Background: an optimization exercise with open tools, aiming at small area, a short achievable clock period and few clock cycles. Do not read the settings as production practice. The RTL was checked by simulation tests, not by an equivalence proof against the original design. Power and IR drop assume default switching activity.

== old ==
==> flow/design.v (excerpt) <==
module dsa_top (
    input         clk,
    input         rst,
    input         strobe_i,
    input  [31:0] dev_addr_i,
    input         rw_i,
    input  [3:0]  byte_enable_i,
    input  [31:0] data_i,
    output        data_ready_o,
    output [31:0] data_o
);
Size: about 5,400 cells after synthesis, ~110 I/O pins, ~0.044 mm2 of cells after synthesis.
export LEC_CHECK = 0
export CAP_MARGIN = 20
export CORE_MARGIN = 2
export CORE_UTILIZATION = 40
export SLEW_MARGIN = 20
create_clock -name core_clock -period 12.5 [get_ports {clk}]
standard.sh (not shown) runs the stock make flow with config.mk's settings and CLKGATE_MAP_FILE= SYNTH_SCRIPT=/design/flow/synth_recipe.tcl, a recipe that flattens the netlist after the stock synthesis.
==> flow/flow/run.sh <==
#!/bin/bash
# Standard ORFS layout (the standard.sh), with timing repair aimed at a
# slack margin, so that repair_timing works on paths that already meet the
# clock period. The SDC, clock period and every other setting are the standard flow's.
set -euo pipefail
export SETUP_SLACK_MARGIN=${MARGIN:-8.5}
bash standard.sh > standard.log 2>&1
The final layout from old, which completed every stage, passed the timing, DRC and antenna checks at the end of the flow.
Testbench counts of old, summed over its fixed seeds: cycles 10,304.
## Diff of input files: new against old
-- flow/design.v --
<<< old, line 55
wire [95:0] t3b = csa(t2b[95:48], t2c[47:0], t2c[95:48]);
wire [95:0] t4a = csa(t3a[47:0], t3a[95:48], t3b[47:0]);
wire [9:0] rs_full = {2'b00, ea} + {2'b00, eb} - {2'b00, ec} - 10'd100;
wire [6:0] rs0 = rs_full[9] ? 7'd0 : (rs_full > 10'd76) ? 7'd76 : rs_full[6:0];
reg [47:0] s1_r0, s1_r1, s1_r2;
reg [6:0]  s1_rs;
always @(posedge clk) begin
    s1_r0 <= t4a[47:0];
    s1_r1 <= t4a[95:48];
    s1_r2 <= t3b[95:48];
    s1_rs <= rs0;
end
wire [95:0] t5a = csa(s1_r0, s1_r1, s1_r2);
wire [47:0] prod = t5a[47:0] + t5a[95:48];
wire [23:0] mc = c_zero ? 24'd0 : {1'b1, fc};
wire [75:0] c_wide = {1'b0, mc, 51'd0} >> s1_rs;
>>> new, line 55
wire [95:0] t3b = csa(t2b[95:48], t2c[47:0], t2c[95:48]);
wire [95:0] t4a = csa(t3a[47:0], t3a[95:48], t3b[47:0]);
wire [95:0] t5a = csa(t4a[47:0], t4a[95:48], t3b[95:48]);
wire [9:0] rs_full = {2'b00, ea} + {2'b00, eb} - {2'b00, ec} - 10'd100;
wire [6:0] rs0 = rs_full[9] ? 7'd0 : (rs_full > 10'd76) ? 7'd76 : rs_full[6:0];
reg [47:0] s1_ps, s1_pc;
reg [6:0]  s1_rs;
always @(posedge clk) begin
    s1_ps <= t5a[47:0];
    s1_pc <= t5a[95:48];
    s1_rs <= rs0;
end
wire [47:0] prod = s1_ps + s1_pc;
wire [23:0] mc = c_zero ? 24'd0 : {1'b1, fc};
wire [75:0] c_wide = {1'b0, mc, 51'd0} >> s1_rs;
<<< old, line 188
wire        stick = (|nv[6:0]) | s4_stk;
wire        inc   = guard & (stick | mant[0]);
wire        rcy   = inc & (&mant);
wire [10:0] e_pre = {3'd0, ea} + {3'd0, eb} - 11'd99 - {4'd0, s4_kc, 3'd0} - {8'd0, kf};
wire a_inf = (ea == 8'hff) && (fa == 23'd0);
>>> new, line 187
wire        stick = (|nv[6:0]) | s4_stk;
wire        inc   = guard & (stick | mant[0]);
wire [24:0] mant_r = {1'b0, mant} + {24'd0, inc};
wire [10:0] e_pre = {3'd0, ea} + {3'd0, eb} - 11'd99 - {4'd0, s4_kc, 3'd0} - {8'd0, kf};
wire a_inf = (ea == 8'hff) && (fa == 23'd0);
<<< old, line 207
wire x_zero = ~res_nan & ~prod_inf & ~c_inf & prod_zero & c_zero;
wire x_c    = ~res_nan & ~prod_inf & ~c_inf & ~c_zero & (prod_zero | c_big);
reg [23:0] s5_m;
reg        s5_inc, s5_rcy;
reg [10:0] s5_e;
reg        s5_zero, s5_neg;
reg        s5_nan, s5_inf, s5_sinf, s5_z, s5_c;
always @(posedge clk) begin
    s5_m      <= mant;
    s5_inc    <= inc;
    s5_rcy    <= rcy;
    s5_e      <= e_pre;
    s5_zero   <= s4_zero;
>>> new, line 206
wire x_zero = ~res_nan & ~prod_inf & ~c_inf & prod_zero & c_zero;
wire x_c    = ~res_nan & ~prod_inf & ~c_inf & ~c_zero & (prod_zero | c_big);
reg [24:0] s5_m;
reg [10:0] s5_e;
reg        s5_zero, s5_neg;
reg        s5_nan, s5_inf, s5_sinf, s5_z, s5_c;
always @(posedge clk) begin
    s5_m      <= mant_r;
    s5_e      <= e_pre;
    s5_zero   <= s4_zero;
<<< old, line 225
    s5_c      <= x_c;
end
wire [23:0] mant_r = s5_m + {23'd0, s5_inc};
wire       rc    = s5_rcy;
wire [10:0] e_r  = s5_e + {10'd0, rc};
wire       e_ovf = ~e_r[10] & (e_r[9:0] >= 10'd255);
>>> new, line 221
    s5_c      <= x_c;
end
wire       rc    = s5_m[24];
wire [10:0] e_r  = s5_e + {10'd0, rc};
wire       e_ovf = ~e_r[10] & (e_r[9:0] >= 10'd255);
<<< old, line 248
        res = {rsign, 31'd0};
    else
        res = {rsign, e_r[7:0], mant_r[22:0]};
end
assign result = res;
>>> new, line 243
        res = {rsign, 31'd0};
    else
        res = {rsign, e_r[7:0], s5_m[22:0]};
end
assign result = res;
Results
Inverter count (new vs. old) increases by more than a quarter. Compared with old, in new simple-gate area share of the yosys netlist shows a reduction of 0.61 points, upper clock frequency limit now sits lower, die area shrank by about 1.2%, final cell count without fillers shows an increase of 144, via count of the first global-routing pass went up 1,694. The share of the clock period used by the worst path in new was higher than what old gave. Cmp new vs old: global-route usage over all layers higher in new. Non-clock buffer count of new exceeds that of old by more than 100%.
Testbench counts of new, summed over its fixed seeds: cycles 10,304.

---

dsa_top, a different RTL version from the one above (not shown whole).
For scale: about 5300 cells after synthesis, about 540 flip-flops, roughly 110 I/O pins.
==> module core2float, before the edit <==
module core2float (
    input             clk_i,
    input             rst_i,
    input             strobe_i,
    input      [31:0] dev_addr_i,
    input             rw_i,
    input      [3:0]  byte_enable_i,
    input      [31:0] data_i,
    output reg        data_ready_o,
    output reg [31:0] data_o,
    output reg [31:0] float_a_data,
    output reg [31:0] float_b_data,
    output     [31:0] float_c_data,
    input      [31:0] float_result
);
wire [13:0] waddr = dev_addr_i[15:2];
wire raddr_status = (dev_addr_i[11:0] == 12'h8);
wire wr      = strobe_i & rw_i;
wire w_go    = wr & (waddr == 14'h1);
wire w_clear = wr & (waddr == 14'h3);
wire w_a     = wr & (waddr[13:10] == 4'd0) & (waddr[9:2] != 8'd0);
wire w_b     = wr & (waddr[13:10] != 4'd0);
wire rd_res  = strobe_i & ~rw_i & ~raddr_status;
reg [3:0] lanes;
always @(*) begin
    case (byte_enable_i)
        4'b1111: lanes = 4'b1111;
        4'b0001: lanes = 4'b0001;
        4'b0010: lanes = 4'b0010;
        4'b0100: lanes = 4'b0100;
        4'b1000: lanes = 4'b1000;
        default: lanes = 4'b0000;
    endcase
end
reg [31:0] result_q;    
reg        acc_valid;   
reg        done;        
reg [3:0]  busy;        
integer l;
always @(posedge clk_i) begin
    if (rst_i) begin
        float_a_data <= 32'd0;
        float_b_data <= 32'd0;
    end else begin
        for (l = 0; l < 4; l = l + 1) begin
            if (w_a & lanes[l]) float_a_data[8*l +: 8] <= data_i[8*l +: 8];
            if (w_b & lanes[l]) float_b_data[8*l +: 8] <= data_i[8*l +: 8];
        end
    end
end
always @(posedge clk_i) begin
    if (rst_i) begin
        busy <= 4'd0;
        done <= 1'b0;
        acc_valid <= 1'b0;
        result_q <= 32'd0;
        data_ready_o <= 1'b0;
    end else begin
        busy <= {busy[2:0], w_go};
        data_ready_o <= strobe_i;
        if (busy[0]) done <= 1'b1;
        else if (rd_res) done <= 1'b0;
        if (busy[3]) result_q <= float_result;
        if (w_clear) acc_valid <= 1'b0;
        else if (busy[3]) acc_valid <= 1'b1;
    end
end
wire [31:0] result_next = busy[3] ? float_result : result_q;
always @(posedge clk_i)
    data_o <= raddr_status ? {31'd0, done} : result_next;
assign float_c_data = acc_valid ? result_q : 32'd0;
endmodule
==> flow/config.mk <==
export PLATFORM = sky130hd
export DESIGN_NAME = dsa_top
export DESIGN_NICKNAME = dsa_top
export VERILOG_FILES = /design/flow/design.v
export SDC_FILE = /design/flow/constraint.sdc
export NUM_CORES = 4
export LEC_CHECK = 0
export CAP_MARGIN = 20
export CORE_MARGIN = 2
export CORE_UTILIZATION = 40
export SLEW_MARGIN = 20
==> flow/constraint.sdc <==
create_clock -name core_clock -period 12.5 [get_ports {clk}]
set_input_delay 2.5000 -clock core_clock [delete_from_list [all_inputs] [get_ports {clk}]]
set_output_delay 2.5000 -clock core_clock [all_outputs]
set_load 0.01 [all_outputs]
==> flow/flow/run.sh <==
#!/bin/bash
# Standard ORFS layout (the standard.sh) with two changes to how the
# layout is optimised; the SDC, clock period and all other settings are the standard flow's:
#  - timing repair aims at a slack margin, so that repair_timing also works
#    on paths that already meet the clock period;
#  - the port buffers that ORFS inserts on every input and output are buf_4
#    cells instead of the default delay buffer.
set -euo pipefail
export SETUP_SLACK_MARGIN=8.75
export BUFFER_PORTS_ARGS="-buffer_cell sky130_fd_sc_hd__buf_4"
bash standard.sh > standard.log 2>&1
The starting point produced a clean layout.
Testbench counts at the start, summed over its fixed seeds: cycles 10,304.
Rerun with:
--- a/flow/design.v
+++ b/flow/design.v
@@ -258,11 +258,11 @@
     input      [31:0] dev_addr_i,
     input             rw_i,
     input      [3:0]  byte_enable_i,
     input      [31:0] data_i,
     output reg        data_ready_o,
-    output reg [31:0] data_o,
+    output     [31:0] data_o,
     output reg [31:0] float_a_data,
     output reg [31:0] float_b_data,
     output     [31:0] float_c_data,
     input      [31:0] float_result
 );
@@ -316,13 +316,14 @@
         if (busy[3]) result_q <= float_result;
         if (w_clear) acc_valid <= 1'b0;
         else if (busy[3]) acc_valid <= 1'b1;
     end
 end
-wire [31:0] result_next = busy[3] ? float_result : result_q;
+reg rd_status;
 always @(posedge clk_i)
-    data_o <= raddr_status ? {31'd0, done} : result_next;
+    rd_status <= raddr_status;
+assign data_o = rd_status ? {31'd0, done} : result_q;
 assign float_c_data = acc_valid ? result_q : 32'd0;
 endmodule
 module dsa_top (
     input         clk,
     input         rst,
=> Clock power fell by about 10%; worst hold slack stays flat; count of clock-buffer cells in the layout fell by 3; synthesized cell count fell by 0.64%; critical path depth fell by 9; routed wire length fell by 0.71%; fmax fell by 6.5%; final cell count fell by 0.94%; global-route usage rose by 0.88 points.
Testbench counts after the change, summed over its fixed seeds: cycles 10,304.

-- static timing again, ports no longer ideal --
Ports are ideal in the flow. The routed layouts listed here were re-timed in OpenROAD. Step 1 (the two cells are an assumption about what drives the block):
set clk [get_ports {clk}]
set_driving_cell -lib_cell sky130_fd_sc_hd__clkbuf_16 $clk
set_driving_cell -lib_cell sky130_fd_sc_hd__buf_2 [delete_from_list [all_inputs] $clk]
Step 2 also shifts input and output timing later by t, the mid clock arrival at the registers, as if the neighbouring blocks saw the same clock. Three values: ideal ports, drivers, drivers and shift; two values: the first two.
| run | shift t [ns] | setup WS [ns] | worst data-port slew with drivers (ns) |
|---|---|---|---|
| old | 0.718 | 8.542 / 8.542 / 7.898 | 0.08 |
| new | 0.722 | 8.356 / 8.356 / 7.861 | 0.07 |
| the first run of note 2 | 0.745 | 8.807 / 8.762 / 8.157 | 0.05 |
| the second run of note 2 | 0.711 | 8.550 / 8.484 / 8.282 | 0.06 |
After both steps every run listed still meets setup and hold. The setup slack of the first run of note 2, which loses most, moves by -0.045 ns with the drivers and by -0.650 ns with both steps.
